Context: an optimization exercise on an open-source flow, tuned for small area. The choices shown serve that exercise and are no tape-out recipe.
Where RTL was checked, it was by simulation tests only, not by an equivalence proof against the original.
Only the layout flow was run in runs 1 and 2; the RTL was not checked for function there.
Power and IR drop assume default switching activity.

File: design/flow/config.mk
export PLATFORM = sky130hd
export DESIGN_NAME = kirin_cpu
export DESIGN_NICKNAME = kirin_cpu
export VERILOG_FILES = /design/flow/design.v
export SDC_FILE = /design/flow/constraint.sdc
export NUM_CORES = 4
export LEC_CHECK = 0
export CAP_MARGIN = 20
export CORE_MARGIN = 2
export CORE_UTILIZATION = 40
export SLEW_MARGIN = 20
File: design/flow/constraint.sdc
create_clock -name core_clock -period 6.0 [get_ports {clk}]
set_input_delay 1.2000 -clock core_clock [delete_from_list [all_inputs] [get_ports {clk}]]
set_output_delay 1.2000 -clock core_clock [all_outputs]
set_load 0.01 [all_outputs]
File: design/flow/design.v
module add_seg #(parameter W = 16, parameter B = 4) (
	input [W-1:0] a,
	input [W-1:0] b,
	input ci,
	output [W-1:0] s
);
localparam NB = (W + B - 1) / B;
wire [W:0] c;
wire [NB:0] bc;               
assign bc[0] = ci;
genvar k, j;
generate
	for (k = 0; k < NB - 1; k = k + 1) begin : blk
		wire [B:0] gg;            
		wire [B:0] pp;            
		assign gg[0] = 1'b0;
		assign pp[0] = 1'b1;
		for (j = 0; j < B; j = j + 1) begin : bt
			assign gg[j+1] = a[k*B+j] & b[k*B+j] | (a[k*B+j] | b[k*B+j]) & gg[j];
			assign pp[j+1] = (a[k*B+j] | b[k*B+j]) & pp[j];
		end
		assign bc[k+1] = gg[B] | pp[B] & bc[k];
	end
	for (k = 0; k < W; k = k + 1) begin : bits
		wire cin = (k % B == 0) ? bc[k / B] : c[k];
		assign s[k] = a[k] ^ b[k] ^ cin;
		assign c[k+1] = a[k] & b[k] | a[k] & cin | b[k] & cin;
	end
endgenerate
endmodule
module inc #(parameter W = 12) (
	input [W-1:0] a,
	output [W-1:0] s,
	output co
);
wire [W:0] c;
assign c[0] = 1'b1;
genvar k;
generate
	for (k = 0; k < W; k = k + 1) begin : bits
		assign s[k] = a[k] ^ c[k];
		assign c[k+1] = a[k] & c[k];
	end
endgenerate
assign co = c[W];
endmodule
module dec #(parameter W = 12) (
	input [W-1:0] a,
	output [W-1:0] s
);
wire [W:0] b;
assign b[0] = 1'b1;
genvar k;
generate
	for (k = 0; k < W; k = k + 1) begin : bits
		assign s[k] = a[k] ^ b[k];
		assign b[k+1] = ~a[k] & b[k];
	end
endgenerate
endmodule
module LCG(
    input CLK,
    input rst,
    input LCG_sig,
    input [11:0] number,
    output reg [15:0] sum,
    output reg Ready
);
reg [15:0] N;
reg fN, fS;
reg [1:0] c;       
reg [8:0] i;
wire step = c[1];
wire [15:0] q = ({16{c[0]}} & {N[14:0], 1'b0}) | ({16{step}} & sum);
wire [15:0] s;
add_seg #(.W(16), .B(8)) add(.a(N), .b(q), .ci(~c[1] & ~c[0]), .s(s));
wire [8:0] i1;
wire i1c;
inc #(.W(9)) inci(.a(i), .s(i1), .co(i1c));
wire hit = {2'b0, i1c, i1} == number;      
always @(posedge CLK)
begin
	if (rst)
	begin
		c <= 2'd0;
		N <= 16'd7573;     
		fN <= 1'b1;
		fS <= 1'b0;
		sum <= 16'd0;
		i <= 9'd0;
		Ready <= 1'b0;
	end
	else
	begin
		c <= {c[0], ~c[1] & ~c[0]};
		N <= step ? (N | {16{~fN}}) : s;
		if (step)
		begin
			sum <= fS ? s : 16'd0;
			fN <= LCG_sig;
			fS <= LCG_sig;
			i <= LCG_sig ? (hit ? i : i1) : 9'd0;
			Ready <= hit;
		end
	end
end
endmodule
module kirin_cpu(
	input clk,
	input rst,
	input [15:0] mem_rdata,
	output [11:0] mem_addr,
	output [15:0] mem_wdata,
	output mem_we,
	input [15:0] fib_rdata,
	output [11:0] fib_addr,
	output [15:0] fib_wdata,
	output fib_we,
	output [15:0] acc_out,
	output [15:0] lcg_sum
);
reg e1, e2;                  
wire fetch = ~e1 & ~e2;
reg [11:0] IR;               
reg [1:0] irc;               
reg [11:0] PC;
reg [15:0] ACC;
reg count_en;                
reg lkl_rdy;
reg [15:0] num1;             
reg [15:0] num2;
reg [11:0] fa;               
reg [2:0] st;
reg D;                       
reg fready;
reg wren;
reg [11:0] bsf;
wire LCG_Ready;
wire [3:0] op = count_en ? 4'hD : mem_rdata[15:12];
wire oLDA = op == 4'h0, oSTA = op == 4'h1, oADD = op == 4'h2, oSUB = op == 4'h3;
wire oJMP = op == 4'h4, oJMI = op == 4'h5, oJEQ = op == 4'h6;
wire oLDI = op == 4'h8, oLSL = op == 4'h9, oLSR = op == 4'hA, oFIB = op == 4'hB;
wire oLCG = op == 4'hC, oLKL = op == 4'hD;
wire EQ = ACC == 16'd0;
wire MI = ACC[15];
wire LCG_sig = e1 & oLCG;
wire LKL_sig = e1 & oLKL;
wire fib_act = e1 & oFIB;
wire Loop = e1 & (oFIB & ~fready | oLCG & ~LCG_Ready | oLKL & ~lkl_rdy);
wire Extra = oLDA | oADD | oSUB | oFIB | oLKL;
wire sload = e1 & (oJMP | oJMI & MI | oJEQ & EQ);
wire cnt_en = e2 | e1 & (oSTA | oJMI & ~MI | oJEQ & ~EQ | oLDI | oLSR | oLSL | oLCG & LCG_Ready);
wire [11:0] operand = mem_rdata[11:0];
wire [11:0] prev = num1[11:0];
wire match = count_en & (IR[11:8] == mem_rdata[15:12]);
wire [11:0] lkl_addr = match ? prev : count_en ? mem_rdata[11:0] : {4'b0, mem_rdata[7:0]};
wire sel_op = e1 & (oLDA | oSTA | oADD | oSUB | oJMP | oJEQ & EQ | oJMI & MI);
assign mem_addr = LKL_sig ? lkl_addr : sel_op ? operand : PC;
assign mem_we = e1 & oSTA | e2 & (irc == 2'd3);
assign mem_wdata = ACC;
assign acc_out = ACC;
wire dsub = ~(e2 & (irc == 2'd1));
wire [15:0] addsub;
add_seg #(.W(16), .B(4)) acc_add(.a(ACC), .b(mem_rdata ^ {16{dsub}}), .ci(dsub), .s(addsub));
wire [11:0] pc1;
wire pc1c;
inc #(.W(12)) pc_inc(.a(PC), .s(pc1), .co(pc1c));
always @(posedge clk)
begin
	if (rst)
	begin
		e1 <= 1'b0;
		e2 <= 1'b0;
		IR <= 12'd0;
		irc <= 2'd0;
		PC <= 12'd0;
		ACC <= 16'd0;
		count_en <= 1'b0;
		lkl_rdy <= 1'b0;
	end
	else
	begin
		e1 <= fetch | Loop;
		e2 <= e1 & Extra & ~Loop;
		if (e1 & ~count_en)
		begin
			IR <= mem_rdata[11:0];
			irc <= {~(mem_rdata[15] ^ mem_rdata[13]), mem_rdata[13] & (mem_rdata[15] | ~mem_rdata[12])};
		end
		if (sload)
			PC <= operand;
		else if (cnt_en)
			PC <= pc1;
		if (e1)
		begin
			if (oLDI)
				ACC <= {4'b0, mem_rdata[11:0]};
			else if (oLSR)
				ACC <= {1'b0, ACC[15:1]};
			else if (oLSL)
				ACC <= {ACC[14:0], 1'b0};
		end
		else if (e2)
		begin
			case (irc)
			2'd2: ACC <= mem_rdata;
			2'd1: ACC <= addsub;
			2'd0: ACC <= lkl_rdy ? {4'b0, prev} : addsub;
			default: ;
			endcase
		end
		count_en <= LKL_sig;
		lkl_rdy <= LKL_sig & match;
	end
end
LCG lcg(
	.CLK(clk), .rst(rst), .LCG_sig(LCG_sig),
	.number((e1 & ~count_en) ? mem_rdata[11:0] : IR),
	.sum(lcg_sum), .Ready(LCG_Ready)
);
localparam [2:0] IDLE = 3'd0, S1 = 3'd1, S2 = 3'd2, S3 = 3'd3, SF = 3'd4, SG = 3'd5, DONE = 3'd6;
wire [15:0] number = fib_rdata;
wire bsf0 = bsf == 12'd0;
wire n0 = operand == 12'd0;
wire [11:0] fa1;
wire fa1c;
inc #(.W(12)) fa_inc(.a(fa), .s(fa1), .co(fa1c));
wire [11:0] bsfm1;
dec #(.W(12)) bsf_dec(.a(bsf), .s(bsfm1));
wire caseA = operand <= bsf;
wire hit1 = fa1 == operand;
wire loop0 = st == S1;                
wire st_num = st == S2 | st == S3 | st == SF;
wire [15:0] sum;
add_seg #(.W(16), .B(4)) fib_add(.a({num1[15:1], num1[0] | st == S2}), .b(st_num ? number : num2), .ci(1'b0), .s(sum));
assign fib_addr = fa;
assign fib_wdata = num2;
assign fib_we = wren;
always @(posedge clk)
begin
	if (rst)
	begin
		num1 <= 16'd0;
		num2 <= 16'd1;
		fa <= 12'd0;
		st <= IDLE;
		D <= 1'b0;
		fready <= 1'b0;
		wren <= 1'b1;
		bsf <= 12'd0;
	end
	else if (LKL_sig)
	begin
		if (~match)
			num1 <= {4'b0, mem_rdata[11:0]};
		num2 <= 16'd1;
		fa <= 12'd0;
		st <= IDLE;
		fready <= 1'b0;
		wren <= 1'b0;
	end
	else if (~fib_act)
	begin
		num1 <= 16'd0;
		num2 <= 16'd1;
		fa <= 12'd0;
		st <= IDLE;
		fready <= 1'b0;
		wren <= 1'b0;
	end
	else if (caseA)
	begin
		st <= DONE;
		if (bsf0)
		begin
			wren <= 1'b1;
			fa <= 12'd0;
			fready <= 1'b1;
		end
		else
		begin
			wren <= 1'b0;
			fa <= operand;
			fready <= (st != IDLE) | n0;
		end
	end
	else if (bsf0)
	begin
		wren <= 1'b1;
		fready <= 1'b0;
		if (loop0 & hit1)
		begin
			st <= DONE;
			bsf <= operand;
			fa <= operand;
		end
		else
		begin
			fa <= loop0 ? fa1 : fa;
			st <= S1;
			num2 <= sum;
			num1 <= num2;
		end
	end
	else
	begin
		case (st)
		IDLE: begin
			wren <= 1'b0;
			fa <= bsfm1;
			st <= S1;
		end
		S1: begin
			wren <= 1'b0;
			fa <= fa1;
			D <= hit1;
			st <= S2;
		end
		S2: begin
			wren <= 1'b0;
			num1 <= number;
			num2 <= sum;
			st <= S3;
		end
		S3: begin
			wren <= 1'b1;
			num1 <= num2;
			num2 <= sum;
			fa <= fa1;
			D <= hit1;
			st <= SF;
		end
		default: begin
			wren <= 1'b1;
			if (D)
			begin
				fa <= operand;
				fready <= 1'b1;
				bsf <= operand;
				st <= DONE;
				if (st == SF)
					num2 <= num1;
			end
			else
			begin
				if (st != SF)
					num1 <= num2;
				num2 <= sum;
				fa <= fa1;
				D <= hit1;
				st <= SG;
			end
		end
		endcase
	end
end
endmodule
File: design/flow/run.sh
#!/bin/bash
# synth_recipe.tcl (not shown) runs the flow's synth.tcl, then flattens the netlist and writes it again
# the make line also repeats each setting of config.mk as NAME=value (left out here)
make -C /OpenROAD-flow-scripts/flow DESIGN_CONFIG=/design/flow/config.mk WORK_HOME=/design/flow/orfs CLKGATE_MAP_FILE= SYNTH_SCRIPT=/design/flow/synth_recipe.tcl finish
==> metrics.yaml, run 1 <==
outcome: "timing/DRC/antenna clean"
cp-start-kind: "input port"
wl_um: 38800
p_leak_nw: 5.40
tns_ps: 0
synth_top_cell_by_area: "dfxtp_1"
ir_drop_v: 0.000192
ys_top_cells_by_count: "dfxtp_1, inv_1, a21oi_1, ha_1, nor2_1"
yosys_warnings: 2
clk_latency_ps: 440
max_slew_margin_pct: 25.3
drive_gt1_share_pct: 7.69
die-area_um2: 31600
ys_async_sr_fraction_pct: 0
synth_cells: 1477
coreArea_um2: 29600
period_share_pct: 89.1
critPathRequiredTime_ps: 4800
crit_fanout: 12
cts-htree-levels: 4
grt_pass1_vias: 10700
io_pins: 124
drc: 0
setup_viol: 0
fin_nets: 1714
fp.dieW_um: 178
syn_to_final_growth_pct: 17.1
yosysTopAreaCellShare_pct: 25.6
cts_root_buf: "clkbuf_16"
skew_ps: 9.82
overflow: 0
finalHoldViolCount: 0
drt_iter0_markers: 970
grt_pass1_wl_um: 61300
ys_ff_latch: 154
post_drt_via_cell_ratio: 5.71
placed_cell_area_um2: 13500
multi_input_area_um2: 7980
crit_type: "input port to output port"
gp_congestion: 0.923
yosysSeqAreaShare_pct: 25.6
syn_area_um2: 12100
wire_per_inst_um: 20.0
grt_max_degree: 71
ant_nets: 0
fp-row-count: 63
cts.repair.resized: 0
syn_area_per_cell_um2: 8.16
cts.sinks: 154
grt_usage_pct: 25.0
syn-num-nets: 1656
cts_hold_buf: 0
via_count: 11100
tightest_slew_ps: 1120
layout_min_cycle_time_ps: 5340
final_area_um2: 14100
fmax_ghz: 0.187
dp_hpwl_um: 27900
cts_tree: "yes"
synth_ff_type: "dfxtp_1"
diodes: 0
numPortBuffers: 123
fillers: 2966
ys_types: 76
synth_edf_count: 0
regArea_um2: 3080
cts_setup_buffers: 0
yosysMostFrequentCell: "dfxtp_1"
die_h_um: 178
cts_made_buffers: 17
grt_antenna_before_repair: 1
critPathCaptureType: "output port"
cp.arrival_ps: 4140
maxCapViolCount: 0
finalMaxSlewViolations: 0
clk_pin_slew_ps: 70
grt_setup_unrepaired: "false"
cts_buffer_depth: 2
synth_area_leaders: "dfxtp_1, ha_1, fa_1"
drt_pass1_iterations: 6
power_per_cell_area_nw_per_um2: 213
start_util_pct: 40.7
min_path_type: "flip-flop to flip-flop"
-- final cells by class --
class,count,area share (%)
Multi-Input combinational cell,1077,56.5
Sequential cell,154,21.8
Timing Repair Buffer,164,10.9
Tap cell,390,3.46
Inverter,121,3.22
Clock buffer,20,3.16
Clock inverter,12,0.913
-- sequential cells by signal, indices dropped and copies added, names as in the netlist, 2 cells and up --
signal and count:
ACC 16, IR 12, PC 12, bsf 12, fa 12, irc 2, lcg.N 16, lcg.c 2
lcg.i 9, lcg.sum 16, num1 16, num2 16, st 3
-- worst max-delay path, stage by stage --
cell and delay, ps:
clkdlybuf4s50_1 460, buf_4 200, inv_1 120, a41o_1 250
a21bo_2 230, a31oi_1 590, mux2i_1 150, o21ai_0 330
clkdlybuf4s50_1 610
-- worst paths after layout --
| kind | from | to | slack, ps | cells past startpoint |
|---|---|---|---|---|
| hold reg to reg | lcg.i[6] | lcg.i[6] | 460 | 2 |
| setup / recovery | mem_rdata[13] | mem_addr[11] | 660 | 9 |
| hold / removal | lcg.i[6] | lcg.i[6] | 460 | 2 |
| setup reg to reg | lcg.c[0] | lcg.sum[15] | 890 | 19 |
-- power by group --
part	switching, mW	leakage [nW]	internal [mW]	total, mW
clock network	0.497	0.276	0.596	1.09
logic	0.417	3.88	0.330	0.747
registers	0.0827	1.25	1.09	1.17
-- metrics by stage --
step                      util (%)  total power, mW  hold WS [ps]  instances  worst slack [ps]
final                         47.6             3.01           460       1938               657
after global routing          47.6             3.17           490       1938               443
after detailed placement      45.7             1.92           449       1906               389
after floorplan                  -             1.69           433       1477               793
after global placement        45.7             1.91           440       1906               408
after CTS                     47.6             3.02           460       1938               723
-- cells by family after synthesis --
group                    Yosys count  share of synthesized area (%)
multiplexers                      78                           7.08
flip-flops                       154                           25.6
buffers and inverters            246                           8.65
XOR/XNOR                          57                           4.26
adder cells (fa/ha/maj)          145                           17.3
AND/OR/NAND/NOR                  399                           16.0
AO/OA/AOI/OAI                    398                           21.2
-- layout by cell type, fill, tap and decap left out, types with 23 or more instances in the layout --
master             n
a21oi_1          108
xor2_1            35
nand2b_1          47
clkdlybuf4s50_1  122
nand3_1           51
o21ai_0           77
o22ai_1           46
nand2_1          105
buf_4             42
fa_1              36
ha_1             109
o211ai_1          23
nor2_1           109
a211oi_1          24
dfxtp_1          154
inv_1            120
mux2i_1           50
-- per-layer routing --
metal,vias to the layer above,track usage (%),part of all wire [%]
met2,358,39.7,45
met4,2,8.27,2.9
met1,5365,34.7,46
met5,-,0,0.041
li1,5272,-,-
met3,74,3.79,5.7
==> run 2: changes to the inputs <==
--- a/design/flow/design.v
+++ b/design/flow/design.v
@@ -160,8 +160,9 @@
 assign mem_wdata = ACC;
 assign acc_out = ACC;
 wire dsub = ~(e2 & (irc == 2'd1));
+wire [15:0] fib_a, fib_b;
 wire [15:0] addsub;
-add_seg #(.W(16), .B(4)) acc_add(.a(ACC), .b(mem_rdata ^ {16{dsub}}), .ci(dsub), .s(addsub));
+add_seg #(.W(16), .B(4)) add(.a(e1 ? fib_a : ACC), .b(e1 ? fib_b : mem_rdata ^ {16{dsub}}), .ci(~e1 & dsub), .s(addsub));
 wire [11:0] pc1;
 wire pc1c;
 inc #(.W(12)) pc_inc(.a(PC), .s(pc1), .co(pc1c));
@@ -231,8 +232,9 @@
 wire hit1 = fa1 == operand;
 wire loop0 = st == S1;                
 wire st_num = st == S2 | st == S3 | st == SF;
-wire [15:0] sum;
-add_seg #(.W(16), .B(4)) fib_add(.a({num1[15:1], num1[0] | st == S2}), .b(st_num ? number : num2), .ci(1'b0), .s(sum));
+assign fib_a = {num1[15:1], num1[0] | st == S2};
+assign fib_b = st_num ? number : num2;
+wire [15:0] sum = addsub;
 assign fib_addr = fa;
 assign fib_wdata = num2;
 assign fib_we = wren;
==> run 2 against run 1 <==
Compared with the run above: still clean; die area decreased by 6.2%; worst hold slack gained 1.2 ps; clock-buffer cell count fell by 2; combinational power is 12% higher.
==> metrics.yaml, run 2 <==
outcome: "timing/DRC/antenna clean"  # unchanged
placed_cell_area_um2: 12800  # was 13,500 um2
final_cell_mix: "nor2_1, dfxtp_1, clkdlybuf4s50_1"  # was dfxtp_1, clkdlybuf4s50_1, inv_1
clk_pin_slew_ps: 80  # was 70 ps
cts.repair.resized: 0  # unchanged
grt_setup_unrepaired: "false"  # unchanged
cp-start-kind: "input port"  # unchanged
finalHoldViolCount: 0  # unchanged
drc: 0  # unchanged
period_share_pct: 88.1  # was 89.1%
layout_min_cycle_time_ps: 5280  # was 5340 ps
dp_hpwl_um: 26500  # was 27,900 um
ys_types: 69  # was 76
clk_latency_ps: 440  # about the same
drt_pass1_iterations: 5  # was 6
numPortBuffers: 123  # unchanged
io_pins: 124  # unchanged
wl_um: 36900  # was 38,800 um
syn_area_per_cell_um2: 8.02  # was 8.16 um2
fin_nets: 1628  # was 1,714
path_delay_family: "compound AO/OA/AOI/OAI gates"  # unchanged
die_h_um: 172  # was 178 um
ys_ff_latch: 154  # unchanged
post_drt_via_cell_ratio: 5.62  # was 5.71
die-area_um2: 29600  # was 31,600 um2
power_per_cell_area_nw_per_um2: 230  # was 213 nW/um2
ir_drop_v: 0.000141  # was 0.000192 V
ys_top_cells_by_count: "nor2_1, dfxtp_1, nand2_1, a21oi_1, mux2i_1"  # was dfxtp_1, inv_1, a21oi_1, ha_1, nor2_1
synth_edf_count: 0  # unchanged
start_util_pct: 40.7  # about the same
fillers: 2745  # was 2,966
final_area_um2: 13400  # was 14,100 um2
drive_gt1_share_pct: 6.71  # was 7.69%
via_count: 10500  # was 11,100
fp.dieW_um: 172  # was 178 um
synth_top_cell_by_area: "dfxtp_1"  # unchanged
tns_ps: 0  # unchanged
grt_usage_pct: 25.4  # was 25.0%
min_path_type: "flip-flop to flip-flop"  # unchanged
worst_path_most_repeated_cell: "nor2_1"  # was clkdlybuf4s50_1
grt_pass1_wl_um: 57700  # was 61,300 um
slowest_delay_ps: 510  # was 610 ps
grt_pass1_vias: 10200  # was 10,700
syn-num-nets: 1559  # was 1,656
layout_commonest_cell: "nor2_1"  # was dfxtp_1
tightest_slew_ps: 888  # was 1120 ps
cts_made_buffers: 17  # unchanged
cts-htree-levels: 4  # unchanged
cts_setup_buffers: 0  # unchanged
regArea_um2: 3080  # about the same
cts_buffer_depth: 2  # unchanged
yosysSeqAreaShare_pct: 27.3  # was 25.6%
worstPathCellList: "clkdlybuf4s50_1 > inv_1 > xnor2_1 > nor2_1 > a21oi_1 > inv_1 > ha_1 > nor2_1 > a21oi_1 > o31ai_1 > a21o_1 > a211oi_1 > o21bai_1 > a31oi_1 > fa_1 > fa_1 > inv_1 > fa_1 > nand2_1 > nor2_1 > a211oi_1 > a311oi_1 > a21oi_1 > nor2_1"  # was clkdlybuf4s50_1 > buf_4 > inv_1 > a41o_1 > a21bo_2 > a31oi_1 > mux2i_1 > o21ai_0 > clkdlybuf4s50_1
crit_type: "input port to flip-flop"  # was input port to output port
gp_congestion: 0.898  # was 0.923
finalMaxSlewViolations: 0  # unchanged
slowest_stage: "clkdlybuf4s50_1"  # unchanged
setup_viol: 0  # unchanged
drt_iter0_markers: 920  # was 970
coreArea_um2: 27800  # was 29,600 um2
critPathCaptureType: "flip-flop"  # was output port
max_slew_margin_pct: 40.8  # was 25.3%
cts_tree: "yes"  # unchanged
multi_input_area_um2: 7340  # was 7980 um2
cp.arrival_ps: 5610  # was 4140 ps
yosys_warnings: 2  # unchanged
ys_async_sr_fraction_pct: 0  # unchanged
cts_hold_buf: 0  # unchanged
cts_root_buf: "clkbuf_16"  # unchanged
yosysTopAreaCellShare_pct: 27.3  # was 25.6%
fp-row-count: 61  # was 63
synth_ff_type: "dfxtp_1"  # unchanged
fmax_ghz: 0.189  # was 0.187 GHz
critPathRequiredTime_ps: 6320  # was 4800 ps
grt_antenna_before_repair: 1  # unchanged
synth_cells: 1409  # was 1,477
ant_nets: 0  # unchanged
skew_ps: 12.3  # was 9.82 ps
cts.sinks: 154  # unchanged
syn_to_final_growth_pct: 18.8  # was 17.1%
wire_per_inst_um: 19.7  # was 20.0 um
syn_area_um2: 11300  # was 12,100 um2
crit_buf_inv: 4  # unchanged
synth_area_leaders: "dfxtp_1, ha_1, mux2i_1"  # was dfxtp_1, ha_1, fa_1
diodes: 0  # unchanged
maxCapViolCount: 0  # unchanged
yosysMostFrequentCell: "nor2_1"  # was dfxtp_1
grt_max_degree: 79  # was 71
overflow: 0  # unchanged
crit_fanout: 2  # was 12
p_leak_nw: 5.57  # was 5.40 nW
run 2: cell types whose count changed after synthesis, moves of 11 or more:
cell,previous run,this run
o21ai_1,1,37
a211oi_1,24,35
nand3_1,51,20
nor2_1,109,183
a21o_1,18,5
mux2_2,18,2
o211ai_1,23,12
mux2i_1,50,91
inv_1,120,90
o22ai_1,46,22
nand2b_1,47,18
a21oi_1,109,95
o21ai_0,77,44
ha_1,109,90
run 2: cells by family (layout without fill, tap and decap cells):
kind of cell	after synthesis	after routing	share of synthesized area [%]
AOI/OAI and AO/OA	357	357	20.5
xor gates and xnor gates	55	55	4.40
DFF	154	154	27.3
buffers and inverters	213	295	7.93
adders and majority gates	116	116	14.6
and+or+nand+nor	413	413	16.2
muxes	101	101	9.16
run 2: worst reg2reg max path, delay by kind of cell, from the launching register on:
family	cells	cell delay [ps]
adder cells (fa/ha/maj)	8	3220
AO/OA/AOI/OAI	6	1030
buffers and inverters	1	80
flip-flops	1	410
AND/OR/NAND/NOR	4	430
run 2: per-layer routing:
metal / share of wire [%] / track usage (%) / wire, um
met1: 45 / 34.6 / 16600
met2: 46 / 41.1 / 16800
met3: 6.7 / 4.28 / 2470
met4: 2.7 / 8.22 / 995
met5: 0 / 0 / 0
run 2: path summary, 6_finish.rpt:
check,startpoint,endpoint,slack (ps),depth (start not counted)
max,mem_rdata[0],ACC[14],720,24
min,lcg.i[3],lcg.i[3],460,2
max reg2reg,lcg.c[0],lcg.sum[14],760,19
min reg2reg,lcg.i[3],lcg.i[3],460,2
run 2: final cells by class:
| class | count | share of cell area (%) |
|---|---|---|
| multi-input combinational | 1042 | 54.7 |
| sequential | 154 | 23.0 |
| timing repair buffer | 173 | 12.0 |
| tap | 378 | 3.52 |
| clock buffer | 18 | 3.27 |
| inverter | 90 | 2.52 |
| clock inverter | 14 | 1.03 |
run 2: through the flow:
| stage | util (%) | cells | total power [mW] | setup WS (ps) | hold WS (ps) |
|---|---|---|---|---|---|
| after floorplan | - | 1409 | 1.76 | 933 | 438 |
| after global placement | 46.2 | 1837 | 2.01 | 277 | 449 |
| after detailed placement | 46.2 | 1837 | 2.03 | 291 | 452 |
| after CTS | 48.3 | 1869 | 3.11 | 688 | 465 |
| after global routing | 48.3 | 1869 | 3.28 | 261 | 487 |
| final | 48.3 | 1869 | 3.09 | 715 | 461 |
run 2: power breakdown:
group          internal [mW]  switching (mW)  leakage, nW  total (mW)
clock network          0.591           0.491        0.271        1.08
registers               1.09          0.0849         1.25        1.17
logic                  0.368           0.467         4.05       0.835
total                   2.05            1.04         5.57        3.09
==> run 3: changes to the inputs <==
--- a/design/flow/design.v
+++ b/design/flow/design.v
@@ -172,22 +172,13 @@
 	begin
 		e1 <= 1'b0;
 		e2 <= 1'b0;
-		IR <= 12'd0;
-		irc <= 2'd0;
 		PC <= 12'd0;
 		ACC <= 16'd0;
-		count_en <= 1'b0;
-		lkl_rdy <= 1'b0;
 	end
 	else
 	begin
 		e1 <= fetch | Loop;
 		e2 <= e1 & Extra & ~Loop;
-		if (e1 & ~count_en)
-		begin
-			IR <= mem_rdata[11:0];
-			irc <= {~(mem_rdata[15] ^ mem_rdata[13]), mem_rdata[13] & (mem_rdata[15] | ~mem_rdata[12])};
-		end
 		if (sload)
 			PC <= operand;
 		else if (cnt_en)
@@ -210,10 +201,18 @@
 			default: ;
 			endcase
 		end
-		count_en <= LKL_sig;
-		lkl_rdy <= LKL_sig & match;
 	end
 end
+always @(posedge clk)
+begin
+	if (e1 & ~count_en)
+	begin
+		IR <= mem_rdata[11:0];
+		irc <= {~(mem_rdata[15] ^ mem_rdata[13]), mem_rdata[13] & (mem_rdata[15] | ~mem_rdata[12])};
+	end
+	count_en <= LKL_sig;
+	lkl_rdy <= LKL_sig & match;
+end
 LCG lcg(
 	.CLK(clk), .rst(rst), .LCG_sig(LCG_sig),
 	.number((e1 & ~count_en) ? mem_rdata[11:0] : IR),
@@ -240,18 +239,7 @@
 assign fib_we = wren;
 always @(posedge clk)
 begin
-	if (rst)
-	begin
-		num1 <= 16'd0;
-		num2 <= 16'd1;
-		fa <= 12'd0;
-		st <= IDLE;
-		D <= 1'b0;
-		fready <= 1'b0;
-		wren <= 1'b1;
-		bsf <= 12'd0;
-	end
-	else if (LKL_sig)
+	if (LKL_sig)
 	begin
 		if (~match)
 			num1 <= {4'b0, mem_rdata[11:0]};
@@ -355,5 +343,12 @@
 		end
 		endcase
 	end
+	if (rst)
+	begin
+		num2 <= 16'd1;
+		fa <= 12'd0;
+		wren <= 1'b1;
+		bsf <= 12'd0;
+	end
 end
 endmodule
==> run 3 against run 2 <==
Compared with the run above: maximum frequency decreased by 3.6%; largest power group unchanged; routed wire length increased by 0.25%; clock skew increased by 5.0 ps; flip-flop and latch count unchanged; worst setup slack got worse by 200 ps; power increased by 2.5%; non-clock buffer count decreased by 12; combinational power increased by 2%; first-iteration DRC count increased by 24%; via count decreased by 1.9%; largest cell class unchanged.
==> metrics.yaml, run 3 <==
outcome: "timing/DRC/antenna clean"  # unchanged
cts.sinks: 154  # unchanged
finalHoldViolCount: 0  # unchanged
yosysTopAreaCellShare_pct: 23.7  # was 27.3%
grt_max_degree: 68  # was 79
fmax_ghz: 0.182  # was 0.189 GHz
ant_nets: 0  # unchanged
final_area_um2: 13400  # about the same
wire_per_inst_um: 20.5  # was 19.7 um
maxCapViolCount: 0  # unchanged
rr_worst_depth: 17  # was 19
die_h_um: 173  # was 172 um
clk_pin_slew_ps: 70  # was 80 ps
setup_viol: 0  # unchanged
cts_root_buf: "clkbuf_16"  # unchanged
syn_area_um2: 11400  # was 11,300 um2
critPathCaptureType: "output port"  # was flip-flop
synth_area_leaders: "dfxtp_1, ha_1, mux2i_1"  # unchanged
ys_ff_latch: 154  # unchanged
yosysMostFrequentCell: "nor2_1"  # unchanged
fillers: 2808  # was 2,745
grt_pass1_wl_um: 57800  # was 57,700 um
drc: 0  # unchanged
synth_edf_count: 19  # was 0
grt_usage_pct: 24.5  # was 25.4%
ys_types: 72  # was 69
crit_fanout: 13  # was 2
cts_made_buffers: 17  # unchanged
cts-htree-levels: 4  # unchanged
ir_drop_v: 0.000252  # was 0.000141 V
skew_ps: 17.4  # was 12.3 ps
critPathRequiredTime_ps: 4800  # was 6320 ps
synth_ff_type: "dfxtp_1"  # unchanged
p_total_mw: 3.17  # was 3.09 mW
io_pins: 124  # unchanged
ys_top_cells_by_count: "nor2_1, dfxtp_1, mux2i_1, ha_1, nand2_1"  # was nor2_1, dfxtp_1, nand2_1, a21oi_1, mux2i_1
cp.arrival_ps: 4280  # was 5610 ps
grt_antenna_before_repair: 0  # was 1
start_util_pct: 40.8  # was 40.7%
cp-endpoint: "mem_addr[5]"  # was ACC[14]
finalMaxSlewViolations: 0  # unchanged
cts.repair.resized: 0  # unchanged
coreArea_um2: 27900  # was 27,800 um2
dp_hpwl_um: 26100  # was 26,500 um
via_count: 10300  # was 10,500
power_per_cell_area_nw_per_um2: 237  # was 230 nW/um2
clk_latency_ps: 440  # about the same
yosys_warnings: 2  # unchanged
max_slew_margin_pct: 30.3  # was 40.8%
critPathLaunch: "mem_rdata[13]"  # was mem_rdata[0]
p_leak_nw: 5.74  # was 5.57 nW
ys_async_sr_fraction_pct: 0  # unchanged
grt_setup_unrepaired: "false"  # unchanged
final_util_pct: 47.9  # was 48.3%
wl_um: 37000  # was 36,900 um
die-area_um2: 29900  # was 29,600 um2
drive_gt1_share_pct: 8.40  # was 6.71%
min_path_type: "flip-flop to flip-flop"  # unchanged
yosysSeqAreaShare_pct: 28.7  # was 27.3%
cp-start-kind: "input port"  # unchanged
crit_type: "input port to output port"  # was input port to flip-flop
layout_min_cycle_time_ps: 5480  # was 5280 ps
tns_ps: 0  # unchanged
reg2reg_to: "ACC[11]"  # was lcg.sum[14]
worstPathCellList: "clkdlybuf4s50_1 > buf_4 > o221a_2 > o21bai_1 > o22ai_1 > a31oi_1 > clkdlybuf4s50_1"  # was clkdlybuf4s50_1 > inv_1 > xnor2_1 > nor2_1 > a21oi_1 > inv_1 > ha_1 > nor2_1 > a21oi_1 > o31ai_1 > a21o_1 > a211oi_1 > o21bai_1 > a31oi_1 > fa_1 > fa_1 > inv_1 > fa_1 > nand2_1 > nor2_1 > a211oi_1 > a311oi_1 > a21oi_1 > nor2_1
cts_hold_buf: 0  # unchanged
synth_cells: 1352  # was 1,409
crit-reg2reg-launch: "st[2]"  # was lcg.c[0]
syn_to_final_growth_pct: 17.5  # was 18.8%
cts_setup_buffers: 0  # unchanged
placed_cell_area_um2: 12800  # about the same
grt_pass1_vias: 9798  # was 10,200
worst_path_most_repeated_cell: "clkdlybuf4s50_1"  # was nor2_1
synth_top_cell_by_area: "dfxtp_1"  # unchanged
drt_iter0_markers: 1140  # was 920
period_share_pct: 91.3  # was 88.1%
overflow: 0  # unchanged
tightest_slew_ps: 1050  # was 888 ps
drt_pass1_iterations: 8  # was 5
syn_area_per_cell_um2: 8.43  # was 8.02 um2
worst-r2r-setup-slack_ps: 540  # was 760 ps
post_drt_via_cell_ratio: 5.71  # was 5.62
cts_buffer_depth: 2  # unchanged
syn-num-nets: 1502  # was 1,559
fp-row-count: 61  # unchanged
slowest_delay_ps: 790  # was 510 ps
gp_congestion: 0.948  # was 0.898
numPortBuffers: 123  # unchanged
final_cell_mix: "nor2_1, dfxtp_1, clkdlybuf4s50_1"  # unchanged
fin_nets: 1565  # was 1,628
cts_tree: "yes"  # unchanged
layout_commonest_cell: "nor2_1"  # unchanged
fp.dieW_um: 173  # was 172 um
slowest_stage: "o21bai_1"  # was clkdlybuf4s50_1
diodes: 0  # unchanged
[run 3: cell count changes in the layout (fill, tap and decap cells not counted), moves of 8 or more]
cell      before  now
buf_4         51   38
o21ai_0       44   61
o21ai_1       37    1
dfxtp_1      153  134
mux2_2         2   25
nand2_1      110   89
a21oi_1       95   84
edfxtp_1       0   19
a211oi_1      35   21
o211ai_1      12    4
[run 3: layout make-up]
class	instances	area [um2]	area share [%]
multi-input combinational	993	7230	54.0
sequential	154	3270	24.4
timing repair buffer	161	1510	11.3
tap	378	473	3.53
clock buffer	18	439	3.28
inverter	88	330	2.47
clock inverter	14	138	1.03
[run 3: logic make-up after synthesis]
group | share of synthesized area (%)
simple gates | 15.7
mux | 11.1
buf+inv | 8.10
fa+ha+maj | 14.4
compound gates | 17.9
xor+xnor | 4.05
flops | 28.7
[run 3: metrics by stage]
| step | std cells | setup WS [ps] | hold WS, ps |
|---|---|---|---|
| after floorplan | 1352 | 893 | 424 |
| after global placement | 1774 | 348 | 443 |
| after detailed placement | 1774 | 287 | 452 |
| after CTS | 1806 | 612 | 462 |
| after global routing | 1806 | 183 | 480 |
| final | 1806 | 519 | 461 |
[run 3: worst max-delay path, delay by kind of cell]
kind / cells / cell delay [ps]
compound gates: 4 / 1680
buf+inv: 3 / 1400
[run 3: worst min-delay path by stage]
stage / endpoint / start / slack [ps] / depth (start not counted)
after floorplan: IR[0] / IR[0] / 420 / 2
after global placement: IR[0] / IR[0] / 440 / 2
after detailed placement: IR[4] / IR[4] / 450 / 2
after CTS: IR[4] / IR[4] / 460 / 2
after global routing: IR[6] / IR[6] / 480 / 2
final: IR[4] / IR[4] / 460 / 2
[run 3: layer usage]
metal / global-route usage [%] / vias up / wire (um)
met4: 7.87 / 0 / 994
met2: 38.4 / 429 / 16500
met3: 3.76 / 60 / 2520
met5: 0 / - / 0
met1: 34.5 / 4945 / 17000
li1: - / 4871 / -
[run 3: report_power, final]
part	total [mW]	switching (mW)	internal (mW)
Sequential	1.22	0.102	1.12
Clock	1.10	0.506	0.590
Combinational	0.853	0.471	0.382
Total	3.17	1.08	2.09
==> run 4: changes to the inputs <==
==> design/flow/flow/run.sh (new file) <==
#!/bin/bash
# The standard layout (the standard.sh, unchanged synthesis), except that
# the input and output ports are buffered with the smallest buffer, buf_1,
# instead of the resizer's default choice.
set -euo pipefail
export BUFFER_PORTS_ARGS="-buffer_cell sky130_fd_sc_hd__buf_1"
bash standard.sh > standard.log 2>&1
==> design/flow/standard.sh (new file) <==
#!/bin/bash
# synth_recipe.tcl (not shown) runs the flow's synth.tcl, then flattens the netlist and writes it again
# the make line also repeats each setting of config.mk as NAME=value (left out here)
make -C /OpenROAD-flow-scripts/flow DESIGN_CONFIG=/design/flow/config.mk WORK_HOME=/design/flow/orfs CLKGATE_MAP_FILE= SYNTH_SCRIPT=/design/flow/synth_recipe.tcl "${@:-finish}"
removed: design/flow/run.sh
==> run 4 against run 3 <==
Compared with the run above: still clean on timing, DRC and antenna; routed wire length fell by 2.7%; global-route usage fell by 0.79 points; synthesized cell count did not move; worst setup slack improved by 220 ps; die area did not move; synthesized area did not move; clock power barely moved; critical path depth rose by 13; register-to-register slack improved by 200 ps; final cell count fell by 0.11%; combinational power fell by 6.0%; critical endpoint is now ACC[11]; highest routed layer unchanged.
==> metrics.yaml, run 4 <==
outcome: "timing/DRC/antenna clean"  # unchanged
grt_antenna_before_repair: 0  # unchanged
slowest_delay_ps: 550  # was 790 ps
ys_ff_latch: 154  # unchanged
fmax_ghz: 0.190  # was 0.182 GHz
setup_viol: 0  # unchanged
cts.sinks: 154  # unchanged
drt_pass1_iterations: 5  # was 8
synth_area_leaders: "dfxtp_1, ha_1, mux2i_1"  # unchanged
timing.final.ws_setup_ps: 741  # was 519 ps
grt_pass1_vias: 9462  # was 9,798
final_cell_mix: "nor2_1, dfxtp_1, buf_1"  # was nor2_1, dfxtp_1, clkdlybuf4s50_1
power_per_cell_area_nw_per_um2: 245  # was 237 nW/um2
crit_fanout: 12  # was 13
cts_hold_buf: 0  # unchanged
yosysMostFrequentCell: "nor2_1"  # unchanged
crit_type: "flip-flop to flip-flop"  # was input port to output port
yosysTopAreaCellShare_pct: 23.7  # unchanged
skew_ps: 16.1  # was 17.4 ps
synth_ff_type: "dfxtp_1"  # unchanged
worstPathCellList: "nand2b_1 > a21boi_2 > mux2i_1 > a21oi_1 > inv_1 > ha_1 > nor2_1 > a21oi_1 > o21bai_1 > a221o_1 > a211o_1 > fa_1 > fa_1 > fa_1 > xnor2_1 > a211oi_1 > a21oi_1 > o211ai_1 > o21ai_0 > nor2_1"  # was clkdlybuf4s50_1 > buf_4 > o221a_2 > o21bai_1 > o22ai_1 > a31oi_1 > clkdlybuf4s50_1
finalMaxSlewViolations: 0  # unchanged
synth_top_cell_by_area: "dfxtp_1"  # unchanged
diodes: 0  # unchanged
critPathRequiredTime_ps: 6370  # was 4800 ps
fin_nets: 1563  # was 1,565
p_leak_nw: 5.43  # was 5.74 nW
ys_top_cells_by_count: "nor2_1, dfxtp_1, mux2i_1, ha_1, nand2_1"  # unchanged
crit_buf_inv: 1  # was 3
fillers: 2819  # was 2,808
cts_made_buffers: 17  # unchanged
syn_area_um2: 11400  # unchanged
die-area_um2: 29900  # unchanged
numPortBuffers: 123  # unchanged
drc: 0  # unchanged
post_drt_via_cell_ratio: 5.62  # was 5.71
cts_buffer_depth: 2  # unchanged
layout_commonest_cell: "nor2_1"  # unchanged
tightest_slew_ps: 1090  # was 1050 ps
dp_hpwl_um: 25500  # was 26,100 um
yosysSeqAreaShare_pct: 28.7  # unchanged
syn_to_final_growth_pct: 10.4  # was 17.5%
clk_latency_ps: 440  # about the same
overflow: 0  # unchanged
finalHoldViolCount: 0  # unchanged
grt_usage_pct: 23.7  # was 24.5%
period_share_pct: 87.6  # was 91.3%
coreArea_um2: 27900  # unchanged
die_h_um: 173  # unchanged
cts_root_buf: "clkbuf_16"  # unchanged
synth_edf_count: 19  # unchanged
cp.arrival_ps: 5620  # was 4280 ps
wl_um: 36000  # was 37,000 um
ys_async_sr_fraction_pct: 0  # unchanged
syn-num-nets: 1502  # unchanged
multi_input_area_um2: 7210  # was 7230 um2
cp-start-kind: "flip-flop"  # was input port
cts-htree-levels: 4  # unchanged
yosys_warnings: 2  # unchanged
critPathCaptureType: "flip-flop"  # was output port
grt_setup_unrepaired: "false"  # unchanged
via_count: 10100  # was 10,300
regArea_um2: 3270  # unchanged
drt_iter0_markers: 1050  # was 1,140
grt_pass1_wl_um: 55700  # was 57,800 um
drive_gt1_share_pct: 7.78  # was 8.40%
grt_max_degree: 53  # was 68
path_delay_family: "compound AO/OA/AOI/OAI gates"  # unchanged
maxCapViolCount: 0  # unchanged
max_slew_margin_pct: 27.2  # was 30.3%
cts.repair.resized: 0  # unchanged
tns_ps: 0  # unchanged
ant_nets: 0  # unchanged
gp_congestion: 0.927  # was 0.948
ys_types: 72  # unchanged
wire_per_inst_um: 19.9  # was 20.5 um
cts_setup_buffers: 0  # unchanged
cts_tree: "yes"  # unchanged
fp.dieW_um: 173  # unchanged
syn_area_per_cell_um2: 8.43  # unchanged
p_total_mw: 3.09  # was 3.17 mW
synth_cells: 1352  # unchanged
start_util_pct: 40.8  # unchanged
final_util_pct: 45.1  # was 47.9%
ir_drop_v: 0.000170  # was 0.000252 V
dp_slack_ps: 623  # was 287 ps
layout_min_cycle_time_ps: 5260  # was 5480 ps
slowest_stage: "dfxtp_1"  # was o21bai_1
min_path_type: "flip-flop to flip-flop"  # unchanged
io_pins: 124  # unchanged
fp-row-count: 61  # unchanged
clk_pin_slew_ps: 70  # about the same
hold-worst-slack_ps: 459  # was 461 ps
-- run 4: cell counts after synthesis --
Identical to the previous run, type by type.
-- run 4: metal layers --
metal | vias up | track usage, % | share of wire, %
met5 | - | 0 | 0
met4 | 0 | 7.38 | 2.5
met3 | 47 | 3.89 | 6.1
met2 | 384 | 36.8 | 44
met1 | 4871 | 33.7 | 48
li1 | 4844 | - | -
-- run 4: cell type report --
| class | count | share of cell area [%] |
|---|---|---|
| Clock buffer | 22 | 3.70 |
| Timing Repair Buffer | 159 | 5.85 |
| Inverter | 88 | 2.62 |
| Multi-Input combinational cell | 993 | 57.3 |
| Clock inverter | 10 | 0.755 |
| Sequential cell | 154 | 26.0 |
| Tap cell | 378 | 3.76 |
-- run 4: final timing paths --
kind / start / endpoint / slack [ps] / cells past startpoint
setup / recovery: st[2] / ACC[11] / 740 / 20
hold / removal: IR[6] / IR[6] / 460 / 2
setup reg to reg: st[2] / ACC[11] / 740 / 20
hold reg to reg: IR[6] / IR[6] / 460 / 2
-- run 4: kinds of logic (layout without fill, tap and decap cells) --
kind of cell / after synthesis / count (layout) / share of synthesized area, %
AO/OA/AOI/OAI: 310 / 310 / 17.9
XOR/XNOR: 51 / 51 / 4.05
adder cells (fa/ha/maj): 116 / 116 / 14.4
buffers and inverters: 205 / 279 / 8.10
flip-flops: 154 / 154 / 28.7
multiplexers: 123 / 123 / 11.1
AND/OR/NAND/NOR: 393 / 393 / 15.7
-- run 4: power by group --
group | total (mW) | switching [mW] | internal, mW
registers | 1.22 | 0.101 | 1.12
clock network | 1.07 | 0.469 | 0.597
logic | 0.802 | 0.463 | 0.339
total | 3.09 | 1.03 | 2.05
-- run 4: metrics by stage --
step           cell area, um2  cells
4_1_cts                 12600   1803
6_report                12600   1804
3_5_place_dp            12000   1771
3_3_place_gp            12000   1771
5_1_grt                 12600   1804
2_1_floorplan           11400   1352
-- run 4: worst register-to-register path, cell delays in order (launching register included) --
cell and delay, ps:
dfxtp_1 550, nand2b_1 240, a21boi_2 510, mux2i_1 290, a21oi_1 160, inv_1 120
ha_1 140, nor2_1 40, a21oi_1 180, o21bai_1 80, a221o_1 340, a211o_1 320
fa_1 460, fa_1 480, fa_1 440, xnor2_1 150, a211oi_1 240, a21oi_1 70
o211ai_1 170, o21ai_0 110, nor2_1 100
==> run 5: changes to the inputs <==
--- a/design/flow/design.v
+++ b/design/flow/design.v
@@ -132,10 +132,10 @@
 reg [11:0] fa;               
 reg [2:0] st;
 reg D;                       
-reg fready;
 reg wren;
 reg [11:0] bsf;
 wire LCG_Ready;
+wire fready;
 wire [3:0] op = count_en ? 4'hD : mem_rdata[15:12];
 wire oLDA = op == 4'h0, oSTA = op == 4'h1, oADD = op == 4'h2, oSUB = op == 4'h3;
 wire oJMP = op == 4'h4, oJMI = op == 4'h5, oJEQ = op == 4'h6;
@@ -159,10 +159,11 @@
 assign mem_we = e1 & oSTA | e2 & (irc == 2'd3);
 assign mem_wdata = ACC;
 assign acc_out = ACC;
-wire dsub = ~(e2 & (irc == 2'd1));
+wire dsub = e2 & (irc == 2'd0);
 wire [15:0] fib_a, fib_b;
 wire [15:0] addsub;
-add_seg #(.W(16), .B(4)) add(.a(e1 ? fib_a : ACC), .b(e1 ? fib_b : mem_rdata ^ {16{dsub}}), .ci(~e1 & dsub), .s(addsub));
+wire lda2 = e2 & (irc == 2'd2);
+add_seg #(.W(16), .B(4)) add(.a(e1 ? fib_a : lda2 ? 16'd0 : ACC), .b(e1 ? fib_b : mem_rdata ^ {16{dsub}}), .ci(~e1 & dsub), .s(addsub));
 wire [11:0] pc1;
 wire pc1c;
 inc #(.W(12)) pc_inc(.a(PC), .s(pc1), .co(pc1c));
@@ -195,8 +196,7 @@
 		else if (e2)
 		begin
 			case (irc)
-			2'd2: ACC <= mem_rdata;
-			2'd1: ACC <= addsub;
+			2'd2, 2'd1: ACC <= addsub;
 			2'd0: ACC <= lkl_rdy ? {4'b0, prev} : addsub;
 			default: ;
 			endcase
@@ -234,6 +234,7 @@
 assign fib_a = {num1[15:1], num1[0] | st == S2};
 assign fib_b = st_num ? number : num2;
 wire [15:0] sum = addsub;
+assign fready = st == DONE;
 assign fib_addr = fa;
 assign fib_wdata = num2;
 assign fib_we = wren;
@@ -246,7 +247,6 @@
 		num2 <= 16'd1;
 		fa <= 12'd0;
 		st <= IDLE;
-		fready <= 1'b0;
 		wren <= 1'b0;
 	end
 	else if (~fib_act)
@@ -255,7 +255,6 @@
 		num2 <= 16'd1;
 		fa <= 12'd0;
 		st <= IDLE;
-		fready <= 1'b0;
 		wren <= 1'b0;
 	end
 	else if (caseA)
@@ -265,22 +264,21 @@
 		begin
 			wren <= 1'b1;
 			fa <= 12'd0;
-			fready <= 1'b1;
 		end
 		else
 		begin
 			wren <= 1'b0;
 			fa <= operand;
-			fready <= (st != IDLE) | n0;
+			if (st == IDLE & ~n0)
+				st <= SG;                 
 		end
 	end
 	else if (bsf0)
 	begin
 		wren <= 1'b1;
-		fready <= 1'b0;
 		if (loop0 & hit1)
 		begin
-			st <= DONE;
+			st <= SG;                     
 			bsf <= operand;
 			fa <= operand;
 		end
@@ -325,7 +323,6 @@
 			if (D)
 			begin
 				fa <= operand;
-				fready <= 1'b1;
 				bsf <= operand;
 				st <= DONE;
 				if (st == SF)
--- a/design/flow/config.mk
+++ b/design/flow/config.mk
@@ -8,4 +8,7 @@
 export CAP_MARGIN = 20
 export CORE_MARGIN = 2
 export CORE_UTILIZATION = 40
+export CTS_BUF_LIST = sky130_fd_sc_hd__clkbuf_8
+export CTS_CLUSTER_DIAMETER = 25
+export CTS_CLUSTER_SIZE = 10
 export SLEW_MARGIN = 20
==> run 5 against run 4 <==
Compared with the run above: non-clock buffer count down 1; worst hold slack better by 18 ps; sequential share of layout area up 1.2 points; critical endpoint unchanged; highest routed layer unchanged.
==> metrics.yaml, run 5 <==
cts_root_buf: "clkbuf_8"  # was clkbuf_16
grt_setup_unrepaired: "false"  # unchanged
grt_pass1_wl_um: 53000  # was 55,700 um
finalMaxSlewViolations: 0  # unchanged
synth_top_cell_by_area: "dfxtp_1"  # unchanged
slowest_delay_ps: 610  # was 550 ps
fin_nets: 1509  # was 1,563
wire_per_inst_um: 20.1  # was 19.9 um
start_util_pct: 40.5  # was 40.8%
cts_tree: "yes"  # unchanged
via_count: 9908  # was 10,100
die-area_um2: 28500  # was 29,900 um2
ys_top_cells_by_count: "nor2_1, dfxtp_1, inv_1, ha_1, nand2_1"  # was nor2_1, dfxtp_1, mux2i_1, ha_1, nand2_1
drt_iter0_markers: 871  # was 1,050
synth_compound_area_share_pct: 20.1  # was 17.9%
synth_xor_area_share_pct: 4.19  # was 4.05%
grt_max_degree: 79  # was 53
yosysTopAreaCellShare_pct: 24.7  # was 23.7%
grt_antenna_before_repair: 0  # unchanged
grt_pass1_vias: 9058  # was 9,462
ys_async_sr_fraction_pct: 0  # unchanged
outcome: "timing/DRC/antenna clean"  # unchanged
dp_slack_ps: 562  # was 623 ps
overflow: 0  # unchanged
post_drt_via_cell_ratio: 5.79  # was 5.62
fp-row-count: 60  # was 61
placed_cell_area_um2: 11500  # was 12,000 um2
setup_viol: 0  # unchanged
cts_setup_buffers: 0  # unchanged
ys_ff_latch: 153  # was 154
cts.repair.resized: 0  # unchanged
layout_commonest_cell: "nor2_1"  # unchanged
synth_simple_gate_area_share_pct: 14.3  # was 15.7%
skew_ps: 18.5  # was 16.1 ps
crit_fanout: 14  # was 12
layout_min_cycle_time_ps: 5650  # was 5260 ps
synth_area_leaders: "dfxtp_1, ha_1, mux2i_1"  # unchanged
yosys_warnings: 2  # unchanged
worstPathCellList: "or3b_2 > and2_1 > mux2i_1 > mux2i_1 > inv_1 > ha_1 > nor3_1 > nor4_1 > o41ai_1 > a2111o_1 > nand2_1 > fa_1 > fa_1 > fa_1 > xor2_1 > o21ai_0 > o21ai_0 > a21oi_1 > a21oi_1 > nor2_1"  # was nand2b_1 > a21boi_2 > mux2i_1 > a21oi_1 > inv_1 > ha_1 > nor2_1 > a21oi_1 > o21bai_1 > a221o_1 > a211o_1 > fa_1 > fa_1 > fa_1 > xnor2_1 > a211oi_1 > a21oi_1 > o211ai_1 > o21ai_0 > nor2_1
cp.arrival_ps: 5980  # was 5620 ps
final_cell_mix: "nor2_1, dfxtp_1, buf_1"  # unchanged
drive_gt1_share_pct: 7.08  # was 7.78%
synth_ff_type: "dfxtp_1"  # unchanged
muxShareOfSynthArea_pct: 8.58  # was 11.1%
p_total_mw: 2.78  # was 3.09 mW
fillers: 2702  # was 2,819
synth_edf_count: 19  # unchanged
grt_usage_pct: 24.1  # was 23.7%
clk_pin_slew_ps: 110  # was 70 ps
critPathRequiredTime_ps: 6330  # was 6370 ps
critPathCaptureType: "flip-flop"  # unchanged
tightest_slew_ps: 1030  # was 1090 ps
clk_latency_ps: 480  # was 440 ps
synth_cells: 1288  # was 1,352
synth-adder-area-share_pct: 15.2  # was 14.4%
synth_top_family_by_area: "compound AO/OA/AOI/OAI gates"  # unchanged
crit_type: "flip-flop to flip-flop"  # unchanged
path_delay_family: "adder cells"  # was compound AO/OA/AOI/OAI gates
power_per_cell_area_nw_per_um2: 233  # was 245 nW/um2
tns_ps: 0  # unchanged
cts_buffer_depth: 2  # unchanged
diodes: 0  # unchanged
fmax_ghz: 0.177  # was 0.190 GHz
crit_buf_inv: 1  # unchanged
syn_to_final_growth_pct: 10.0  # was 10.4%
coreArea_um2: 26800  # was 27,900 um2
numPortBuffers: 123  # unchanged
min_path_type: "flip-flop to flip-flop"  # unchanged
regArea_um2: 3250  # was 3270 um2
max_slew_margin_pct: 31.5  # was 27.2%
die_h_um: 169  # was 173 um
syn_area_per_cell_um2: 8.44  # was 8.43 um2
timing.final.ws_setup_ps: 354  # was 741 ps
cts.sinks: 153  # was 154
yosysSeqAreaShare_pct: 29.9  # was 28.7%
multi_input_area_um2: 6790  # was 7210 um2
finalHoldViolCount: 0  # unchanged
ys_types: 76  # was 72
cts_made_buffers: 17  # unchanged
cp-start-kind: "flip-flop"  # unchanged
cts-htree-levels: 4  # unchanged
maxCapViolCount: 0  # unchanged
fp.dieW_um: 169  # was 173 um
drt_pass1_iterations: 6  # was 5
yosysMostFrequentCell: "nor2_1"  # unchanged
io_pins: 124  # unchanged
wl_um: 34500  # was 36,000 um
cts_hold_buf: 0  # unchanged
dp_hpwl_um: 25100  # was 25,500 um
final_util_pct: 44.6  # was 45.1%
syn_area_um2: 10900  # was 11,400 um2
ant_nets: 0  # unchanged
p_leak_nw: 5.29  # was 5.43 nW
drc: 0  # unchanged
worst_path_most_repeated_cell: "fa_1"
syn-num-nets: 1439  # was 1,502
slowest_stage: "dfxtp_1"  # unchanged
gp_congestion: 0.970  # was 0.927
ir_drop_v: 0.000146  # was 0.000170 V
final_area_um2: 12000  # was 12,600 um2
period_share_pct: 94.1  # was 87.6%
## run 5: through the flow
stage | hold WS [ps] | cells
after floorplan | 442 | 1288
after global placement | 451 | 1680
after detailed placement | 455 | 1680
after CTS | 481 | 1712
after global routing | 512 | 1712
final | 477 | 1712
## run 5: cell families after synthesis
group | count (synthesis)
compound gates | 337
flops | 153
simple gates | 339
buf+inv | 200
fa+ha+maj | 117
mux | 90
xor+xnor | 52
## run 5: cell type report
type                    instances  share of cell area (%)
multi-input cells             935                    56.8
flip-flops and latches        153                    27.2
repair buffers                158                    6.07
well taps                     341                    3.57
inverters                      93                    2.92
clock buffers                  17                    1.96
clock inverters                15                    1.51
## run 5: final timing paths
kind | startpoint | to | slack, ps | cells after the start
worst max-delay path | st[2] | ACC[11] | 350 | 20
worst min-delay path | lcg.fN | lcg.fN | 480 | 2
worst max register to register | st[2] | ACC[11] | 350 | 20
worst min register to register | lcg.fN | lcg.fN | 480 | 2
## run 5: layer usage
layer / global-route usage [%] / vias up / wire (um)
met4: 7.72 / 0 / 954
met2: 37.0 / 452 / 15200
met5: 0 / - / 0
li1: - / 4661 / -
met3: 3.93 / 70 / 2850
met1: 34.7 / 4725 / 15500
## run 5: report_power, final
part / internal, mW / leakage (nW) / switching (mW) / total [mW]
sequential: 1.12 / 1.32 / 0.0883 / 1.20
clock: 0.319 / 0.204 / 0.502 / 0.821
combinational: 0.314 / 3.77 / 0.443 / 0.756
## run 5: tightest hold or removal path: cells and delay by family (launching register included)
kind            cells  cell delay [ps]
flops               1              340
simple gates        1               50
compound gates      1               60
==> run 6: changes to the inputs <==
--- a/design/flow/config.mk
+++ b/design/flow/config.mk
@@ -8,7 +8,4 @@
 export CAP_MARGIN = 20
 export CORE_MARGIN = 2
 export CORE_UTILIZATION = 40
-export CTS_BUF_LIST = sky130_fd_sc_hd__clkbuf_8
-export CTS_CLUSTER_DIAMETER = 25
-export CTS_CLUSTER_SIZE = 10
 export SLEW_MARGIN = 20
==> run 6 against run 5 <==
Compared with the run above: critical path depth unchanged; largest cell class unchanged; still clean; routed wire length up 0.15%; flip-flop and latch count stayed put; sequential share of layout area decreased by 0.43 points; core utilization grew 0.71 points; global-route usage barely moved; largest power group unchanged; highest routed layer unchanged; combinational power about the same.
==> metrics.yaml, run 6 <==
min_path_type: "flip-flop to flip-flop"  # unchanged
grt_usage_pct: 24.1  # about the same
tns_ps: 0  # unchanged
fmax_ghz: 0.180  # was 0.177 GHz
cts_tree: "yes"  # unchanged
tightest_slew_ps: 1040  # was 1030 ps
cts.sinks: 153  # unchanged
grt_max_degree: 79  # unchanged
cts-htree-levels: 4  # unchanged
worst-r2r-setup-slack_ps: 430  # was 350 ps
setup_viol: 0  # unchanged
dp_hpwl_um: 25100  # unchanged
synth_area_leaders: "dfxtp_1, ha_1, mux2i_1"  # unchanged
combPwrFrac_pct: 24.7  # was 27.2%
cts_made_buffers: 17  # unchanged
muxShareOfSynthArea_pct: 8.58  # unchanged
slowest_delay_ps: 610  # about the same
synth_cells: 1288  # unchanged
p_switching_mw: 1.07  # was 1.03 mW
ys_top_cells_by_count: "nor2_1, dfxtp_1, inv_1, ha_1, nand2_1"  # unchanged
grt_pass1_vias: 9079  # was 9,058
grt_pass1_wl_um: 53100  # was 53,000 um
critPathCaptureType: "flip-flop"  # unchanged
holdPathStages: 1  # was 2
die_h_um: 169  # unchanged
maxCapViolCount: 0  # unchanged
die-area_um2: 28500  # unchanged
cp.arrival_ps: 5850  # was 5980 ps
regArea_um2: 3250  # unchanged
cts_setup_buffers: 0  # unchanged
fin_nets: 1509  # unchanged
layout_commonest_cell: "nor2_1"  # unchanged
rr_worst_depth: 20  # unchanged
drc: 0  # unchanged
synth_ff_type: "dfxtp_1"  # unchanged
crit_fanout: 14  # unchanged
drt_iter0_markers: 898  # was 871
yosys_warnings: 2  # unchanged
cts_buffer_depth: 2  # unchanged
fp-row-count: 60  # unchanged
clk_pin_slew_ps: 80  # was 110 ps
syn_area_um2: 10900  # unchanged
syn_to_final_growth_pct: 11.8  # was 10.0%
max_slew_margin_pct: 30.9  # was 31.5%
dp_slack_ps: 562  # unchanged
clk_latency_ps: 440  # was 480 ps
post_drt_via_cell_ratio: 5.76  # was 5.79
ant_nets: 0  # unchanged
yosysTopAreaCellShare_pct: 24.7  # unchanged
ys_ff_latch: 153  # unchanged
critPathRequiredTime_ps: 6280  # was 6330 ps
start_util_pct: 40.5  # unchanged
synth_xor_area_share_pct: 4.19  # unchanged
diodes: 0  # unchanged
power_per_cell_area_nw_per_um2: 252  # was 233 nW/um2
drive_gt1_share_pct: 7.08  # unchanged
cp-start-kind: "flip-flop"  # unchanged
outcome: "timing/DRC/antenna clean"  # unchanged
drt_pass1_iterations: 5  # was 6
yosysMostFrequentCell: "nor2_1"  # unchanged
io_pins: 124  # unchanged
p_leak_nw: 5.37  # was 5.29 nW
coreArea_um2: 26800  # unchanged
p_clk_share_pct: 36.0  # was 29.5%
slowest_stage: "dfxtp_1"  # unchanged
grt_setup_unrepaired: "false"  # unchanged
timing.final.ws_setup_ps: 429  # was 354 ps
finalHoldViolCount: 0  # unchanged
synth_edf_count: 19  # unchanged
fillers: 2668  # was 2,702
numPortBuffers: 123  # unchanged
skew_ps: 15.0  # was 18.5 ps
gp_congestion: 0.970  # unchanged
worstPathCellList: "or3b_2 > and2_1 > mux2i_1 > mux2i_1 > inv_1 > ha_1 > nor3_1 > nor4_1 > o41ai_1 > a2111o_1 > nand2_1 > fa_1 > fa_1 > fa_1 > xor2_1 > o21ai_0 > o21ai_0 > a21oi_1 > a21oi_1 > nor2_1"  # unchanged
ys_types: 76  # unchanged
syn_area_per_cell_um2: 8.44  # unchanged
ir_drop_v: 0.000135  # was 0.000146 V
crit_type: "flip-flop to flip-flop"  # unchanged
synth_simple_gate_area_share_pct: 14.3  # unchanged
synth-adder-area-share_pct: 15.2  # unchanged
via_count: 9864  # was 9,908
pwr-share-seq_pct: 39.3  # was 43.3%
fp.dieW_um: 169  # unchanged
yosysSeqAreaShare_pct: 29.9  # unchanged
wl_um: 34500  # about the same
worst_path_most_repeated_cell: "fa_1"  # unchanged
grt_antenna_before_repair: 0  # unchanged
internal_power_mw: 1.99  # was 1.75 mW
ys_async_sr_fraction_pct: 0  # unchanged
finalMaxSlewViolations: 0  # unchanged
cts_root_buf: "clkbuf_16"  # was clkbuf_8
cts_hold_buf: 0  # unchanged
final_cell_mix: "nor2_1, dfxtp_1, buf_1"  # unchanged
swShare_pct: 34.9  # was 37.1%
multi_input_area_um2: 6790  # unchanged
overflow: 0  # unchanged
synth_top_cell_by_area: "dfxtp_1"  # unchanged
synth_top_family_by_area: "compound AO/OA/AOI/OAI gates"  # unchanged
synth_compound_area_share_pct: 20.1  # unchanged
wire_per_inst_um: 20.2  # was 20.1 um
syn-num-nets: 1439  # unchanged
cts.repair.resized: 0  # unchanged
layout_min_cycle_time_ps: 5570  # was 5650 ps
period_share_pct: 92.8  # was 94.1%
==> run 6: kinds of logic (layout without fill, tap and decap cells) <==
| group | after synthesis | in the layout |
|---|---|---|
| simple gates | 339 | 339 |
| compound gates | 337 | 337 |
| buf+inv | 200 | 283 |
| flops | 153 | 153 |
| fa+ha+maj | 117 | 117 |
| mux | 90 | 90 |
| xor+xnor | 52 | 52 |
==> run 6: final timing paths <==
check | from | endpoint
hold reg to reg | IR[1] | IR[1]
setup reg to reg | st[2] | ACC[11]
setup / recovery | st[2] | ACC[11]
hold / removal | IR[1] | IR[1]
==> run 6: per-stage QoR <==
stage	cells	utilization (%)	power [mW]	area (um2)	hold WS [ps]
6_report	1712	45.3	3.06	12100	484
5_1_grt	1712	45.3	3.23	12100	504
4_1_cts	1712	45.3	3.07	12100	487
3_5_place_dp	1680	43.1	1.97	11500	455
3_3_place_gp	1680	43.1	1.97	11500	451
2_1_floorplan	1288	-	1.77	10900	442
==> run 6: layout make-up <==
class / instances / share of cell area, %
multi-input combinational: 935 / 55.9
sequential: 153 / 26.8
timing repair buffer: 158 / 5.97
tap: 341 / 3.51
clock buffer: 17 / 3.50
inverter: 93 / 2.87
clock inverter: 15 / 1.48
==> run 6: layer usage <==
layer | vias to the layer above | part of all wire [%] | track usage [%]
li1 | 4664 | - | -
met1 | 4720 | 45 | 34.8
met2 | 415 | 44 | 37.2
met3 | 65 | 8.1 | 3.90
met4 | 0 | 2.5 | 7.01
met5 | - | 0 | 0
==> run 6: worst max-delay path: cells and delay by family (launching register included) <==
family	cells	cell delay (ps)
mux	2	520
buf+inv	1	90
xor+xnor	1	200
fa+ha+maj	4	1560
simple gates	6	1250
compound gates	6	1180
flops	1	610
==> run 6: power groups by stage <==
stage	sequential [mW]	clock [mW]	combinational [mW]
detailed placement	1.23	0	0.745
global route	1.22	1.17	0.846
global placement	1.23	0	0.739
floorplan	1.20	0	0.565
CTS	1.20	1.12	0.751
finish	1.20	1.10	0.756

[afterwards: timing with drivers on the ports]
Ports are ideal in the flow. The routed layouts listed here were re-timed in OpenROAD. Step 1 assumes that a clkbuf_16 drives the clock port and a buf_2 every other input. Step 2 times the ports against the registers' clock, not the clock port: input delays grow and output delays shrink by t, the midpoint of the rising clock arrivals with the driver on. a / b / c = ideal ports / drivers / drivers and shift; a / b = the first two.
run | t, ns | slack for setup (ns) | hold WS [ns]
run 1 | 0.489 | 0.657 / 0.632 / 0.376 | 0.460 / 0.460 / 0.460
run 2 | 0.481 | 0.715 / 0.680 / 0.251 | 0.461 / 0.461 / 0.461
run 3 | 0.483 | 0.519 / 0.497 / 0.249 | 0.461 / 0.461 / 0.461
run 4 | 0.481 | 0.741 / 0.741 / 0.571 | 0.459 / 0.459 / 0.459
run 5 | 0.517 | 0.354 / 0.354 / 0.354 | 0.477 / 0.477 / 0.477
run 6 | 0.480 | 0.429 / 0.429 / 0.429 | 0.484 / 0.484 / 0.484
After both steps setup and hold are still met in every run listed. For run 2, which loses most, drivers alone change the setup slack by -0.035 ns; drivers and shift together by -0.464 ns.
